This design comes from an exercise in tuning for small area and a short achievable clock period on the open sky130 flow, not from production work. At most, simulation tests tie the RTL to the original design; equivalence was not proved.

== run A ==
==> flow/design.v <==
`timescale 1ns/1ps
module cordic_sqrt_pipelined(
    input  wire clk,
    input  wire rst_n,
    input  wire start,
    input  wire signed [17:0] x_in,
    input  wire signed [17:0] y_in,
    output reg  signed [17:0] sqrt_out,
    output reg  done
);
    localparam N = 12;
    localparam LAT = N + 4;    
    reg signed [17:0] xr [0:N];
    reg signed [17:0] yr [0:N-1];
    always @(posedge clk) begin
        xr[0] <= x_in[17] ? -x_in : x_in;
        yr[0] <= y_in[17] ? -y_in : y_in;
    end
    genvar i;
    generate
        for (i = 0; i < N; i = i + 1) begin : st
            wire signed [17:0] x = xr[i];
            wire signed [17:0] y = yr[i];
            wire neg = y[17];
            wire signed [17:0] ys = y >>> i;
            wire signed [17:0] xs = x >>> i;
            wire [17:0] xn = x + (ys ^ {18{neg}}) + neg;
            wire [17:0] yn = y + (xs ^ {18{~neg}}) + !neg;
            always @(posedge clk) xr[i+1] <= xn;
            if (i < N - 1) begin : yreg
                always @(posedge clk) yr[i+1] <= yn;
            end
        end
    endgenerate
    wire signed [17:0] raw = xr[N];
    wire signed [17:0] s_w = (raw >>> 1) + (raw >>> 3) - (raw >>> 6) - (raw >>> 9);
    reg  signed [17:0] s_r;
    wire signed [17:0] m_w = s_r - (s_r >>> 12);
    reg  signed [17:0] m_r;
    wire signed [17:0] f_w = m_r - (m_r >>> 9);
    always @(posedge clk) begin
        s_r <= s_w;
        m_r <= m_w;
        sqrt_out <= f_w;
    end
    reg [LAT-2:0] vld;
    always @(posedge clk or negedge rst_n) begin
        if (!rst_n) begin
            vld <= 0;
            done <= 1'b0;
        end else begin
            vld <= {vld[LAT-3:0], start};
            done <= vld[LAT-2];
        end
    end
endmodule
export LEC_CHECK = 0
export ABC_AREA = 1
export CAP_MARGIN = 20
export CORE_MARGIN = 2
export CORE_UTILIZATION = 40
export SETUP_SLACK_MARGIN = 4.6
export SLEW_MARGIN = 20
create_clock -name core_clock -period 7.3 [get_ports {clk}]
run.sh (not shown) runs the stock make flow with config.mk's settings and CLKGATE_MAP_FILE= SYNTH_SCRIPT=/design/flow/synth_recipe.tcl, a recipe that flattens the netlist after the stock synthesis.
## Diff of input files: run B against run A
==> flow/design.v, changed modules only <==
module bk_add #(parameter W = 18) (
    input  wire [W-1:0] a,
    input  wire [W-1:0] b,
    input  wire         ci,
    output wire [W-1:0] s
);
    reg [W-1:0] p, G, P;
    integer l, j;
    always @* begin
        p = a ^ b;
        G = a & b;
        P = p;
        G[0] = G[0] | (p[0] & ci);
        for (l = 1; (1 << l) <= 2 * W; l = l + 1)
            for (j = (1 << l) - 1; j < W; j = j + (1 << l)) begin
                G[j] = G[j] | (P[j] & G[j - (1 << (l - 1))]);
                P[j] = P[j] & P[j - (1 << (l - 1))];
            end
        for (l = 6; l > 0; l = l - 1)
            for (j = (1 << l) + (1 << (l - 1)) - 1; j < W; j = j + (1 << l)) begin
                G[j] = G[j] | (P[j] & G[j - (1 << (l - 1))]);
                P[j] = P[j] & P[j - (1 << (l - 1))];
            end
    end
    assign s = p ^ {G[W-2:0], ci};
endmodule
module cordic_sqrt_pipelined(
    input  wire clk,
    input  wire rst_n,
    input  wire start,
    input  wire signed [17:0] x_in,
    input  wire signed [17:0] y_in,
    output reg  signed [17:0] sqrt_out,
    output reg  done
);
    localparam N = 12;
    localparam LAT = N + 4;    
    reg signed [17:0] xr [0:N];
    reg signed [17:0] yr [0:N-1];
    always @(posedge clk) begin
        xr[0] <= x_in[17] ? -x_in : x_in;
        yr[0] <= y_in[17] ? -y_in : y_in;
    end
    genvar i;
    generate
        for (i = 0; i < N; i = i + 1) begin : st
            wire signed [17:0] x = xr[i];
            wire signed [17:0] y = yr[i];
            wire neg = y[17];
            wire signed [17:0] ys = y >>> i;
            wire signed [17:0] xs = x >>> i;
            wire [17:0] xn, yn;
            bk_add #(18) ax (.a(x), .b(ys ^ {18{neg}}), .ci(neg), .s(xn));
            always @(posedge clk) xr[i+1] <= xn;
            if (i < N - 1) begin : yu
                bk_add #(18) ay (.a(y), .b(xs ^ {18{~neg}}), .ci(~neg), .s(yn));
                always @(posedge clk) yr[i+1] <= yn;
            end
        end
    endgenerate
    wire signed [17:0] raw = xr[N];
    wire [17:0] o1 = raw >>> 1;
    wire [17:0] o2 = raw >>> 3;
    wire [17:0] o3 = ~(raw >>> 6);
    wire [17:0] o4 = ~(raw >>> 9);
    wire [17:0] c1s = o1 ^ o2 ^ o3;
    wire [17:0] c1c = (o1 & o2) | (o1 & o3) | (o2 & o3);
    wire [17:0] r2b = {c1c[16:0], 1'b0};
    wire [17:0] c2s = c1s ^ r2b ^ o4;
    wire [17:0] c2c = (c1s & r2b) | (c1s & o4) | (r2b & o4);
    wire [17:0] s_w;
    bk_add #(18) as_ (.a(c2s), .b({c2c[16:0], 1'b1}), .ci(1'b1), .s(s_w));
    reg  [17:0] s_r;
    wire [17:0] m_w;
    bk_add #(18) am (.a(s_r), .b(~{{12{s_r[17]}}, s_r[17:12]}), .ci(1'b1), .s(m_w));
    reg  [17:0] m_r;
    wire [17:0] f_w;
    bk_add #(18) af (.a(m_r), .b(~{{9{m_r[17]}}, m_r[17:9]}), .ci(1'b1), .s(f_w));
    always @(posedge clk) begin
        s_r <= s_w;
        m_r <= m_w;
        sqrt_out <= f_w;
    end
    reg [LAT-2:0] vld;
    always @(posedge clk or negedge rst_n) begin
        if (!rst_n) begin
            vld <= 0;
            done <= 1'b0;
        end else begin
            vld <= {vld[LAT-3:0], start};
            done <= vld[LAT-2];
        end
    end
endmodule
--- outcome ---
Compared with run A, run B shows count of mapped cells out of synthesis that has gone down by more than a quarter.
Portion of the clock cycle consumed by the worst path in the final layout (lower): run A
The HPWL after detailed placement in run B was lower than what run A gave.
In the flow results for run B and run A, the worst setup slack is larger on run A.
Comparing run B against run A, there is no change at all in share of synthesized registers carrying an async set or reset.
Re non-clock buffer count: run B is 75 up on run A.
No run of this note included a check of the RTL's function; only the layout flow was run.

========
## v6
cordic_sqrt_pipelined, a different RTL version from the one above (not shown whole).
Size in the first run: about 3,100 cells after synthesis, roughly 520 flip-flops, ~58 I/O pins.
==> module cordic_sqrt_pipelined, before the edit <==
module cordic_sqrt_pipelined(
    input  wire clk,
    input  wire rst_n,
    input  wire start,
    input  wire signed [17:0] x_in,
    input  wire signed [17:0] y_in,
    output reg  signed [17:0] sqrt_out,
    output reg  done
);
    localparam N = 12;
    localparam LAT = N + 4;    
    reg signed [17:0] xr [0:N];
    reg signed [17:0] yr [0:N-1];
    always @(posedge clk) begin
        xr[0] <= x_in[17] ? -x_in : x_in;
        yr[0] <= y_in[17] ? -y_in : y_in;
    end
    genvar i;
    generate
        for (i = 0; i < N; i = i + 1) begin : st
            wire signed [17:0] x = xr[i];
            wire signed [17:0] y = yr[i];
            wire neg = y[17];
            wire signed [17:0] ys = y >>> i;
            wire signed [17:0] xs = x >>> i;
            wire [17:0] xn, yn;
            bk_add #(18) ax (.a(x), .b(ys ^ {18{neg}}), .ci(neg), .s(xn));
            always @(posedge clk) xr[i+1] <= xn;
            if (i < N - 1) begin : yu
                bk_add #(18) ay (.a(y), .b(xs ^ {18{~neg}}), .ci(~neg), .s(yn));
                always @(posedge clk) yr[i+1] <= yn;
            end
        end
    endgenerate
    wire signed [17:0] raw = xr[N];
    wire [17:0] o1 = raw >>> 1;
    wire [17:0] o2 = raw >>> 3;
    wire [17:0] o3 = ~(raw >>> 6);
    wire [17:0] o4 = ~(raw >>> 9);
    wire [17:0] c1s = o1 ^ o2 ^ o3;
    wire [17:0] c1c = (o1 & o2) | (o1 & o3) | (o2 & o3);
    wire [17:0] r2b = {c1c[16:0], 1'b0};
    wire [17:0] c2s = c1s ^ r2b ^ o4;
    wire [17:0] c2c = (c1s & r2b) | (c1s & o4) | (r2b & o4);
    reg  [17:0] ps_r, pc_r;
    always @(posedge clk) begin
        ps_r <= c2s;
        pc_r <= {c2c[16:0], 1'b1};
    end
    wire [17:0] s_w;
    bk_add #(18) as_ (.a(ps_r), .b(pc_r), .ci(1'b1), .s(s_w));
    reg  [17:0] s_r;
    wire [5:0] t6 = s_r[17:12];
    wire [6:0] nt7 = -{t6[5], t6};                       
    wire [17:0] nt = {{11{nt7[6]}}, nt7};
    wire [17:0] nh = ~{{9{s_r[17]}}, s_r[17:9]};         
    wire dm = ~s_r[17] & (s_r[8:5] == 4'b0000) & (s_r[4:0] < s_r[16:12]);
    wire dp =  s_r[17] & (s_r[8:5] == 4'b1111) & (s_r[4:0] >= s_r[16:12]);
    wire [17:0] f1s = s_r ^ nt ^ nh;
    wire [17:0] f1c = (s_r & nt) | (s_r & nh) | (nt & nh);
    wire [17:0] f_w;
    bk_add #(18) af (.a(f1s), .b({f1c[16:0], ~dp}), .ci(dm), .s(f_w));
    always @(posedge clk) begin
        s_r <= s_w;
        sqrt_out <= f_w;
    end
    reg [LAT-2:0] vld;
    always @(posedge clk or negedge rst_n) begin
        if (!rst_n) begin
            vld <= 0;
            done <= 1'b0;
        end else begin
            vld <= {vld[LAT-3:0], start};
            done <= vld[LAT-2];
        end
    end
endmodule
==> flow/config.mk <==
export PLATFORM = sky130hd
export DESIGN_NAME = cordic_sqrt_pipelined
export DESIGN_NICKNAME = cordic_sqrt_pipelined
export VERILOG_FILES = /design/flow/design.v
export SDC_FILE = /design/flow/constraint.sdc
export NUM_CORES = 4
export LEC_CHECK = 0
export ABC_AREA = 1
export CAP_MARGIN = 20
export CORE_MARGIN = 2
export CORE_UTILIZATION = 40
export SETUP_SLACK_MARGIN = 4.6
export SLEW_MARGIN = 20
==> flow/constraint.sdc <==
create_clock -name core_clock -period 7.3 [get_ports {clk}]
set_input_delay 1.4600 -clock core_clock [delete_from_list [all_inputs] [get_ports {clk}]]
set_output_delay 1.4600 -clock core_clock [all_outputs]
set_load 0.01 [all_outputs]
[inputs] v7 vs v6
==> flow/design.v, changed modules only <==
module cordic_sqrt_pipelined(
    input  wire clk,
    input  wire rst_n,
    input  wire start,
    input  wire signed [17:0] x_in,
    input  wire signed [17:0] y_in,
    output reg  signed [17:0] sqrt_out,
    output reg  done
);
    localparam N = 12;
    localparam LAT = N + 5;    
    reg signed [17:0] xr [0:N];
    reg signed [17:0] yr [0:N-1];
    always @(posedge clk) begin
        xr[0] <= x_in[17] ? -x_in : x_in;
        yr[0] <= y_in[17] ? -y_in : y_in;
    end
    genvar i;
    generate
        for (i = 0; i < N; i = i + 1) begin : st
            wire signed [17:0] x = xr[i];
            wire signed [17:0] y = yr[i];
            wire neg = y[17];
            wire signed [17:0] ys = y >>> i;
            wire signed [17:0] xs = x >>> i;
            wire [17:0] xn, yn;
            bk_add #(18) ax (.a(x), .b(ys ^ {18{neg}}), .ci(neg), .s(xn));
            always @(posedge clk) xr[i+1] <= xn;
            if (i < N - 1) begin : yu
                bk_add #(18) ay (.a(y), .b(xs ^ {18{~neg}}), .ci(~neg), .s(yn));
                always @(posedge clk) yr[i+1] <= yn;
            end
        end
    endgenerate
    wire signed [17:0] raw = xr[N];
    wire [17:0] o1 = raw >>> 1;
    wire [17:0] o2 = raw >>> 3;
    wire [17:0] o3 = ~(raw >>> 6);
    wire [17:0] o4 = ~(raw >>> 9);
    wire [17:0] c1s = o1 ^ o2 ^ o3;
    wire [17:0] c1c = (o1 & o2) | (o1 & o3) | (o2 & o3);
    wire [17:0] r2b = {c1c[16:0], 1'b0};
    wire [17:0] c2s = c1s ^ r2b ^ o4;
    wire [17:0] c2c = (c1s & r2b) | (c1s & o4) | (r2b & o4);
    reg  [17:0] ps_r, pc_r;
    always @(posedge clk) begin
        ps_r <= c2s;
        pc_r <= {c2c[16:0], 1'b1};
    end
    wire [17:0] s_w;
    bk_add #(18) as_ (.a(ps_r), .b(pc_r), .ci(1'b1), .s(s_w));
    reg  [17:0] s_r;
    wire [17:0] m_w;
    bk_add #(18) am (.a(s_r), .b(~{{12{s_r[17]}}, s_r[17:12]}), .ci(1'b1), .s(m_w));
    reg  [17:0] m_r;
    wire [17:0] f_w;
    bk_add #(18) af (.a(m_r), .b(~{{9{m_r[17]}}, m_r[17:9]}), .ci(1'b1), .s(f_w));
    always @(posedge clk) begin
        s_r <= s_w;
        m_r <= m_w;
        sqrt_out <= f_w;
    end
    reg [LAT-2:0] vld;
    always @(posedge clk or negedge rst_n) begin
        if (!rst_n) begin
            vld <= 0;
            done <= 1'b0;
        end else begin
            vld <= {vld[LAT-3:0], start};
            done <= vld[LAT-2];
        end
    end
endmodule
==> comparison <==
Worst path arrival time sits lower in v7 than in v6. v6 → v7: count of clock-net buffers in the final layout now sits higher, flip-flop and latch count now sits higher, critical path depth now sits lower. Taking v6 as the reference point, the remaining max-slew budget at the tightest pin of v7 falls by 3.2 points. Initial antenna violation count: v6 vs v7 identical. Per the comparison of v7 with v6, number of DRC violations after detailed routing did not really move, sequential cell area share went up, worst hold margin went down.
Function not checked in v6: the RTL went through the layout flow alone.

what the ideal ports hide:
The flow's constraints put no driver on any port. The routed layouts listed below were extracted and timed again, unchanged, in two steps. Step 1 sets driving cells, clkbuf_16 on the clock port and buf_2 on the other inputs (assumed; they add their load-dependent delay and slew). Step 2 adds t to the input delays and takes it off the output delays; t is the mean of the earliest and latest rising clock arrival at the registers after step 1. Input paths then give back, and output paths get back, about the clock's delay inside the block. a / b / c = ideal ports / drivers / drivers and shift; a / b = the first two.
run	t (ns)	setup slack, ns	hold WS [ns]	slew at the worst register clock pin (ns)	pins driven straight from the clock port
run A	0.692	4.609 / 4.585 / 4.015	0.342 / 0.342 / 0.342	0.06 / 0.06	1
run B	0.675	4.250 / 4.250 / 4.137	0.346 / 0.346 / 0.346	0.07 / 0.07	1
v6	0.675	4.170 / 4.170 / 4.055	0.329 / 0.329 / 0.329	0.06 / 0.06	1
v7	0.662	4.650 / 4.595 / 4.079	0.315 / 0.315 / 0.315	0.06 / 0.06	1
After both steps setup and hold are still met in every run listed. The setup slack of run A, which loses most, moves by -0.024 ns with the drivers and by -0.594 ns with both steps.
